Background: an optimization exercise with open tools, aiming at small area, a short achievable clock period and few clock cycles per item. Do not read the settings as production practice. No functional check of the RTL was part of any run shown here.

==> flow/design.v (outline; a module is shown in full before it is edited, if it fits) <==
// module sha_256: 1793 lines
module sha_256 #(parameter input_width = 24) (clk, rst, in_valid, in_ready, data_in, out_valid, digest);
  // ...
==> flow/run.sh <==
#!/bin/bash
# synth_recipe.tcl (not shown) runs the flow's synth.tcl, then flattens the netlist and writes it again
# the make line also repeats each setting of config.mk as NAME=value (left out here)
make -C /OpenROAD-flow-scripts/flow DESIGN_CONFIG=/design/flow/config.mk WORK_HOME=/design/flow/orfs CLKGATE_MAP_FILE= SYNTH_SCRIPT=/design/flow/synth_recipe.tcl finish
==> flow/config.mk <==
export PLATFORM = sky130hd
export DESIGN_NAME = sha_256
export DESIGN_NICKNAME = sha_256
export VERILOG_FILES = /design/flow/design.v
export SDC_FILE = /design/flow/constraint.sdc
export NUM_CORES = 8
export LEC_CHECK = 0
export ABC_CLOCK_PERIOD_IN_PS = 54000
export CAP_MARGIN = 40
export CORE_MARGIN = 2
export CORE_UTILIZATION = 30
export PLACE_DENSITY = 0.45
export SETUP_SLACK_MARGIN = 0.5
export SLEW_MARGIN = 40
==> flow/constraint.sdc <==
create_clock -name core_clock -period 64.0 [get_ports {clk}]
set_input_delay 12.8000 -clock core_clock [delete_from_list [all_inputs] [get_ports {clk}]]
set_output_delay 12.8000 -clock core_clock [all_outputs]
set_load 0.01 [all_outputs]
==> flow_summary_export.csv, run 1 <==
group,metric,value,unit
setup_path,setup.worst_path.start,"j[0]",
routing,drc,0,
synthesis,synthMostInstantiatedCell,"inv_1",
floorplanning,die_area,267000,sq um
floorplanning,fp-row-count,188,
floorplanning,fp.coreArea,262000,sq um
routing,firstDrtPassIters,8,
routing,vias,65321,
min_path,min_to,"w2_q[3]",
synthesis,syn_inst,8567,
setup_path,worst-setup-path-type,"flop to flop",
synthesis,synth_compound_area_frac,0.105,
clock_tree,cts_setup_buffers,0,
timing,fin_ws,40.95,ns
clock_tree,cts_tree,"done",
min_path,hp-class,"flop to flop",
synthesis,synth_fa_ha_area_frac,0.338,
synthesis,yosysWarnings,1,
clock_tree,htreeDepth,3,
layout,multi_input_area_share,0.626,
layout,drive_gt1_frac,0.0786,
floorplanning,start_util,0.301,
clock_tree,clock_sink_count,777,
layout,nMultiInputCombCells,6120,
clock_tree,cts_buffers,98,
layout,multi_input_area,57500,sq um
layout,fin_util,0.351,
global_routing,met2_usage,0.571,
timing,holdWs,0.287,ns
layout,sh_seq_area,0.170,
status,outcome,"no timing/DRC/antenna violations",
layout,seq_cells,777,
setup_path,worst-path-buf-inv,12,
global_routing,top_usage_layer,"met2",
timing,fmax,43.4,MHz
min_path,min_path_cells,0,
placement,finalWeightedCongestion,1.06,
synthesis,synth_top_area_frac,0.236,
timing,period_minus_slack,23.05,ns
synthesis,ys_seq_area_frac,0.197,
==> run 2, diff against run 1 <==
--- a/flow/design.v
+++ b/flow/design.v
@@ -1705,17 +1705,17 @@
         4'd11: nw1 = cw1;
         4'd12: nw1 = 32'h00000000;
         4'd13: nw1 = 32'h00000000;
         4'd14: nw1 = 32'h00000000;
         4'd15: nw1 = 32'h00000000;
         default: nw1 = 32'h0;
     endcase
 end
-wire [31:0] sg1_2 = ({nw0[16:0], nw0[31:17]} ^ {nw0[18:0], nw0[31:19]} ^ (nw0 >> 10));
+wire [31:0] sg1_2 = ({cw0[16:0], cw0[31:17]} ^ {cw0[18:0], cw0[31:19]} ^ (cw0 >> 10));
 wire [31:0] sg0_2 = ({w3_q[6:0], w3_q[31:7]} ^ {w3_q[17:0], w3_q[31:18]} ^ (w3_q >> 3));
 wire [31:0] q2_s = w2_q ^ w11_q ^ sg0_2;
 wire [31:0] q2_m = (w2_q & w11_q) | (sg0_2 & (w2_q | w11_q));
 wire [31:0] q2_c = {q2_m[30:0], 1'b0};
 wire [31:0] r2_s = q2_s ^ q2_c ^ sg1_2;
 wire [31:0] r2_m = (q2_s & q2_c) | (sg1_2 & (q2_s | q2_c));
 wire [31:0] r2_c = {r2_m[30:0], 1'b0};
 wire [31:0] cw2 = r2_s + r2_c;
@@ -1736,17 +1736,17 @@
         4'd11: nw2 = cw2;
         4'd12: nw2 = 32'h00000000;
         4'd13: nw2 = 32'h00000000;
         4'd14: nw2 = 32'h00000000;
         4'd15: nw2 = 32'h00000000;
         default: nw2 = 32'h0;
     endcase
 end
-wire [31:0] sg1_3 = ({nw1[16:0], nw1[31:17]} ^ {nw1[18:0], nw1[31:19]} ^ (nw1 >> 10));
+wire [31:0] sg1_3 = ({cw1[16:0], cw1[31:17]} ^ {cw1[18:0], cw1[31:19]} ^ (cw1 >> 10));
 wire [31:0] sg0_3 = ({w4_q[6:0], w4_q[31:7]} ^ {w4_q[17:0], w4_q[31:18]} ^ (w4_q >> 3));
 wire [31:0] q3_s = w3_q ^ w12_q ^ sg0_3;
 wire [31:0] q3_m = (w3_q & w12_q) | (sg0_3 & (w3_q | w12_q));
 wire [31:0] q3_c = {q3_m[30:0], 1'b0};
 wire [31:0] r3_s = q3_s ^ q3_c ^ sg1_3;
 wire [31:0] r3_m = (q3_s & q3_c) | (sg1_3 & (q3_s | q3_c));
 wire [31:0] r3_c = {r3_m[30:0], 1'b0};
 wire [31:0] cw3 = r3_s + r3_c;
==> flow/flow/run.sh (new file) <==
#!/bin/bash
# The standard layout (standard synthesis unchanged), with the resizer's setup repair
# asked for a larger slack margin so that it works on the long round paths.
set -euo pipefail
bash standard.sh SETUP_SLACK_MARGIN=50 finish > standard_flow.log 2>&1
==> flow/standard.sh (new file) <==
#!/bin/bash
# synth_recipe.tcl (not shown) runs the flow's synth.tcl, then flattens the netlist and writes it again
# the make line also repeats each setting of config.mk as NAME=value (left out here)
make -C /OpenROAD-flow-scripts/flow DESIGN_CONFIG=/design/flow/config.mk WORK_HOME=/design/flow/orfs CLKGATE_MAP_FILE= SYNTH_SCRIPT=/design/flow/synth_recipe.tcl "${@:-finish}"
==> flow/config.mk (replaced) <==
export PLATFORM = sky130hd
export DESIGN_NAME = sha_256
export DESIGN_NICKNAME = sha_256
export VERILOG_FILES = /design/flow/design.v
export SDC_FILE = /design/flow/constraint.sdc
export NUM_CORES = 8
export LEC_CHECK = 0
export CAP_MARGIN = 40
export CORE_MARGIN = 2
export CORE_UTILIZATION = 40
export PLACE_DENSITY = 0.55
export SLEW_MARGIN = 40
removed: flow/run.sh
==> run 2 against run 1 <==
  * Still clean on timing, DRC and antenna
  * Final cell count shrank 1.7%
  * Fmax grew 19%
  * Die area shrank 24%
==> flow_summary_export.csv, run 2 <==
group,metric,value,unit
setup_path,worstPathMaxFanout,10,
timing,fmax,51.6,MHz
routing,wire_per_inst,39.9,um
synthesis,ys_seq_area_frac,0.194,
synthesis,synth_seq_cells,777,
routing,wirelength,497000,um
synthesis,ys_top_cells_by_count,"1428 x inv_1, 1209 x xnor2_1, 931 x fa_1",
global_routing,grt-ovfl-total,0,
setup_path,worstPathArrival,20.07,ns
setup_path,critPathMaxStageDelay,0.87,ns
layout,fillers,18659,
floorplanning,fp.dieW,451,um
synthesis,async_flop_share,0,
placement,dpl.hpwl,400000,um
synthesis,synth_top_area_cell,"fa_1",
layout,layout.cells.most_common_list,"1379 x inv_1, 1128 x xnor2_1, 890 x fa_1",
timing,report.final.slew_viol_count,0,
min_path,holdCritStartpoint,"w5_q[16]",
setup_path,crit_family,"adder cells",
setup_path,worstSetupStartpointType,"flop",
timing,rsz0062_at_grt,"true",
setup_path,setup.worst_path.start,"j[1]",
synthesis,synthMostInstantiatedCell,"inv_1",
floorplanning,io_pins,285,
clock_tree,cts.clk_slew.worst_paths,0.06,ns
synthesis,netlist_area,80000,sq um
synthesis,yosysWarnings,1,
routing,drc,0,
min_path,min_to,"w1_q[16]",
layout,fin_cells,12456,
global_routing,grt_max_degree,105,
clock_tree,clock_sink_count,777,
layout,seqCellArea,16300,sq um
clock_tree,cts_root_buffer,"clkbuf_16",
routing,viasPerCell,5.76,
setup_path,worst-setup-path-type,"flop to flop",
synthesis,synth_edf_count,0,
setup_path,ff2ff_path_depth,75,
floorplanning,fp.coreArea,199000,sq um
synthesis,syn_inst,8667,
setup_path,cp_data_required_time,64.70,ns
layout,drive_gt1_frac,0.232,
clock_tree,cts_tree,"done",
setup_path,crit_top_cell,"fa_1",
layout,nets,11247,
global_routing,antenna_found_initial,31,
floorplanning,die_area,204000,sq um
timing,fin_ws,44.63,ns
synthesis,synth_flop_cell,"dfxtp_1",
synthesis,syn_area_per_cell,9.23,sq um
global_routing,grt_usage,0.478,
timing,max_slew_margin,0.241,
clock_tree,cts_buffers,97,
timing,period_minus_slack,19.37,ns
timing,period_share,0.303,
layout,multi_input_area,62200,sq um
placement,placedCellCount,11636,
timing,clock_skew,0.0989,ns
routing,ant_nets,0,
timing,worstMarginPinSlew,1.14,ns
floorplanning,chipHeight,451,um
routing,vias,71703,
timing,setup_viol,0,
layout,syn_to_final_growth,28.4,%
min_path,min_path_cells,0,
setup_path,r2r-end,"a_q[31]",
placement,finalWeightedCongestion,1.11,
flow_run,maxCapViolCount,0,
setup_path,r2r_start,"j[1]",
floorplanning,fp-row-count,164,
global_routing,grt_first_pass_wirelength,642000,um
setup_path,cp.depth,75,
routing,firstDrtPassIters,8,
synthesis,yosysUniqueCellTypes,106,
timing,finalHoldViolations,0,
synthesis,syn_nets,10214,
placement,portBuffers,284,
setup_path,worst-path-buf-inv,17,
routing,drt_iter0_markers,8479,
clock_tree,clkLatencyLatePin,0.87,ns
min_path,hp-class,"flop to flop",
timing,tns,0,ns
setup_path,critPathSlowestCell,"a21oi_1",
synthesis,ys_top_cells_by_area,"fa_1 23%, dfxtp_1 19%, xnor2_1 13%, ha_1 9.2%, inv_1 6.7%",
layout,final_common_cell,"inv_1",
setup_path,r2r_slack,44.63,ns
clock_tree,clock_path_buffers,3,
setup_path,crit_path_end_kind,"flop",
floorplanning,start_util,0.402,
global_routing,first_global_vias,69711,
synthesis,synth_top_area_frac,0.233,
placement,place_ws,42.53,ns
clock_tree,cts.hold.buffers_added,0,
status,outcome,"no timing/DRC/antenna violations",
clock_tree,htreeDepth,3,
[run 2: cells by family (layout without fill, tap and decap cells)]
| family | count (synthesis) | after routing | share of synthesized area |
|---|---|---|---|
| flip-flops | 777 | 777 | 0.194 |
| buffers and inverters | 1653 | 2766 | 0.0779 |
| adder cells (fa/ha/maj) | 1572 | 1572 | 0.332 |
| AO/OA/AOI/OAI | 1376 | 1376 | 0.111 |
| multiplexers | 78 | 78 | 0.0104 |
| other | 0 | 20 | 0 |
| XOR/XNOR | 1566 | 1566 | 0.174 |
| AND/OR/NAND/NOR | 1645 | 1645 | 0.101 |
[run 2: worst max path at each step]
stage / to / slack, ns
final: a_q[31] / 44.63
after global routing: a_q[31] / 44.19
after CTS: a_q[31] / 45.03
after detailed placement: a_q[31] / 42.53
after global placement: a_q[31] / 42.77
after floorplan: a_q[31] / 46.06
[run 2: stage by stage]
step                      hold slack [ns]  utilization  area [sq um]
final                               0.263        0.516        103000
after global routing                0.282        0.515        103000
after CTS                           0.271        0.501         99800
after detailed placement            0.312        0.444         88500
after global placement              0.310        0.443         88200
after floorplan                     0.310            -         81000
[run 2: area by class of cell]
| type | instances | share of cell area |
|---|---|---|
| clock inverters | 54 | 0.00739 |
| flip-flops and latches | 777 | 0.159 |
| multi-input cells | 6237 | 0.606 |
| clock buffers | 125 | 0.0263 |
| repair buffers | 1157 | 0.116 |
| well taps | 2656 | 0.0324 |
| inverters | 1430 | 0.0527 |
| diodes | 20 | 0.000487 |
[run 2: repair_timing]
item	in CTS	in global routing
endpoints found under the setup margin	393	375
pin swaps	196	166
cloned	9	2
buffers inserted	421	188
resized for setup	2285	407
[run 2: metal layers]
layer,global-route usage,vias to the layer above,wire length [um]
met1,0.519,35310,168000
met2,0.721,4716,212000
met3,0.119,1880,45200
met4,0.538,16,72400
li1,-,29781,-
met5,0.000710,-,114
[run 2: worst reg2reg max path: cells and delay by family (launching register included)]
kind	cells	cell delay [ns]
adders and majority gates	16	7.36
and+or+nand+nor	11	2.18
AOI/OAI and AO/OA	27	6.36
xor gates and xnor gates	4	0.60
DFF	1	0.39
buffers and inverters	17	2.39
==> run 3, diff against run 2 <==
==> flow/flow/run.sh (replaced) <==
#!/bin/bash
# The standard layout (standard synthesis unchanged), with the resizer's setup repair
# asked for a larger slack margin so that it works on the long round paths.
set -euo pipefail
bash standard.sh SETUP_SLACK_MARGIN=46 finish > standard_flow.log 2>&1
==> run 3 against run 2 <==
  * Still clean
  * First-iteration DRC count fell by 3.4%
  * Via count fell by 2.9%
  * Clock-buffer cell count fell by 13
  * Wire length fell by 8.2%
  * Sequential share of layout area rose by 0.51 points
  * Design area fell by 7.3%
  * Critical path depth rose by 5
  * Utilization fell by 3.8 points
  * Critical endpoint unchanged
  * Highest routed layer unchanged
==> flow_summary_export.csv, run 3 <==
group,metric,value,unit
status,outcome,"no timing/DRC/antenna violations",
global_routing,grt_usage,0.440,
routing,firstDrtPassIters,9,
routing,drc,0,
layout,drive_gt1_frac,0.124,
placement,finalWeightedCongestion,1.14,
routing,m1WireLength,157000,um
clock_tree,clock_path_buffers,3,
clock_tree,cts_tree,"done",
setup_path,worstPathMaxFanout,16,
clock_tree,htreeDepth,3,
setup_path,ff2ff_path_depth,80,
min_path,holdCritStartpoint,"w6_q[21]",
setup_path,critPathMaxStageDelay,0.61,ns
layout,nets,10818,
min_path,min_to,"w2_q[21]",
timing,finalHoldViolations,0,
placement,dpl.hpwl,382000,um
global_routing,antenna_found_initial,35,
floorplanning,fp-row-count,164,
synthesis,syn_nets,10214,
timing,tns,0,ns
timing,rsz0062_at_grt,"true",
routing,top_layer_used,"met5",
floorplanning,start_util,0.402,
synthesis,synth_top_area_cell,"fa_1",
synthesis,synth_seq_cells,777,
synthesis,synth_flop_cell,"dfxtp_1",
synthesis,synthMostInstantiatedCell,"inv_1",
timing,clock_skew,0.0931,ns
floorplanning,io_pins,285,
layout,syn_to_final_growth,19.0,%
min_path,hp-class,"flop to flop",
setup_path,setup.worst_path.start,"j[2]",
setup_path,worstPathArrival,19.86,ns
synthesis,syn_inst,8667,
routing,drt_iter0_markers,8188,
global_routing,grt_max_degree,66,
timing,report.final.slew_viol_count,0,
global_routing,grt_first_pass_wirelength,598000,um
synthesis,async_flop_share,0,
setup_path,worst-path-buf-inv,14,
floorplanning,fp.dieW,451,um
setup_path,r2r_slack,44.79,ns
synthesis,syn_area_per_cell,9.23,sq um
routing,viasPerCell,5.78,
synthesis,yosysWarnings,1,
setup_path,crit_top_cell,"fa_1",
clock_tree,clkLatencyLatePin,0.85,ns
min_path,min_path_cells,0,
setup_path,r2r-end,"a_q[31]",
timing,period_share,0.300,
floorplanning,die_area,204000,sq um
synthesis,ys_top_cells_by_count,"1428 x inv_1, 1209 x xnor2_1, 931 x fa_1",
clock_tree,cts_buffers,94,
setup_path,cp_data_required_time,64.65,ns
placement,portBuffers,284,
timing,holdWs,0.268,ns
layout,final_common_cell,"inv_1",
clock_tree,cts.hold.buffers_added,0,
synthesis,ys_top_cells_by_area,"fa_1 23%, dfxtp_1 19%, xnor2_1 13%, ha_1 9.2%, inv_1 6.7%",
routing,ant_nets,0,
floorplanning,chipHeight,451,um
global_routing,grt-ovfl-total,0,
clock_tree,cts_root_buffer,"clkbuf_16",
setup_path,r2r_start,"j[2]",
layout,fillers,18942,
timing,setup_viol,0,
timing,worstMarginPinSlew,0.993,ns
routing,wire_per_inst,37.9,um
clock_tree,clock_sink_count,777,
timing,period_minus_slack,19.21,ns
global_routing,first_global_vias,68255,
synthesis,synth_edf_count,0,
synthesis,synth_top_area_frac,0.233,
setup_path,worst-setup-path-type,"flop to flop",
routing,wl_met3,42900,um
routing,wirelength,457000,um
setup_path,critPathSlowestCell,"fa_1",
layout,fin_util,0.478,
routing,met2WireLength,191000,um
clock_tree,cts.clk_slew.worst_paths,0.07,ns
routing,vias,69630,
setup_path,crit_family,"adder cells",
setup_path,crit_path_end_kind,"flop",
timing,fmax,52.0,MHz
setup_path,worstSetupStartpointType,"flop",
synthesis,yosysUniqueCellTypes,106,
layout,layout.cells.most_common_list,"1401 x inv_1, 1151 x xnor2_1, 906 x fa_1",
synthesis,ys_seq_area_frac,0.194,
timing,max_slew_margin,0.331,
synthesis,netlist_area,80000,sq um
flow_run,maxCapViolCount,0,
floorplanning,fp.coreArea,199000,sq um
## run 3: worst max path at each step
stage                   end  slack [ns]  cells after the start
finish              a_q[31]       44.79                     80
global route        a_q[31]       44.40                     84
CTS                 a_q[31]       45.12                     81
detailed placement  a_q[31]       41.96                     75
global placement    a_q[31]       42.47                     71
floorplan           a_q[31]       46.00                     80
## run 3: routing by layer
layer,vias to the layer above,GRT usage
li1,28932,-
met1,33938,0.482
met2,4861,0.654
met3,1875,0.122
met4,24,0.489
met5,-,0.000473
## run 3: cells by family (layout without fill, tap and decap cells)
logic type / after synthesis / in the layout / synth area share
XOR/XNOR: 1566 / 1566 / 0.174
flip-flops: 777 / 777 / 0.194
adder cells (fa/ha/maj): 1572 / 1572 / 0.332
buffers and inverters: 1653 / 2339 / 0.0779
AO/OA/AOI/OAI: 1376 / 1376 / 0.111
multiplexers: 78 / 78 / 0.0104
other: 0 / 31 / 0
AND/OR/NAND/NOR: 1645 / 1645 / 0.101
## run 3: what timing repair did
action,in CTS,in global routing
resized for setup,247,147
buffers inserted,95,76
pin swaps,105,122
setup endpoints to repair,77,38
gates cloned,10,4
## run 3: worst reg2reg max path: cells and delay by family, from the launching register on
kind            cells  cell delay (ns)
buf+inv            14             2.08
simple gates       16             3.37
flops               1             0.40
compound gates     28             5.27
xor+xnor            7             1.16
fa+ha+maj          15             6.75
## run 3: cell type report
type | count | area (sq um) | share of cell area
multi-input cells | 6237 | 60700 | 0.638
flip-flops and latches | 777 | 15600 | 0.164
repair buffers | 731 | 6750 | 0.0709
inverters | 1430 | 5410 | 0.0568
well taps | 2656 | 3320 | 0.0349
clock buffers | 112 | 2500 | 0.0263
clock inverters | 66 | 868 | 0.00912
diodes | 31 | 77.6 | 0.000815
## run 3: per-stage QoR
step	instance area, sq um	setup WS [ns]	std cells
3_5_place_dp	88000	41.96	11645
3_3_place_gp	87700	42.47	11643
5_1_grt	95200	44.40	12011
4_1_cts	93600	45.12	11928
6_report	95200	44.79	12040
2_1_floorplan	80400	46.00	8667

[afterwards: timing with drivers on the ports]
How much do the figures lean on ideal ports? The routed layouts below were timed once more, with nothing changed but the port constraints. Step 1 (the two cells are an assumption about what drives the block):
set clk [get_ports {clk}]
set_driving_cell -lib_cell sky130_fd_sc_hd__clkbuf_16 $clk
set_driving_cell -lib_cell sky130_fd_sc_hd__buf_2 [delete_from_list [all_inputs] $clk]
Step 2 times the ports against the registers' clock, not the clock port: input delays grow and output delays shrink by t, the midpoint of the rising clock arrivals with the driver on. Three values: ideal ports, drivers, drivers and shift; two values: the first two.
run | t (ns) | setup slack, ns | worst setup path at the end | slew at the worst register clock pin (ns)
run 1 | 0.895 | 40.950 / 40.950 / 40.950 | register to register | 0.08 / 0.08
run 2 | 0.915 | 44.629 / 44.629 / 44.629 | register to register | 0.09 / 0.09
run 3 | 0.901 | 44.788 / 44.788 / 44.788 | register to register | 0.09 / 0.09
After both steps setup and hold are still met in every run listed.
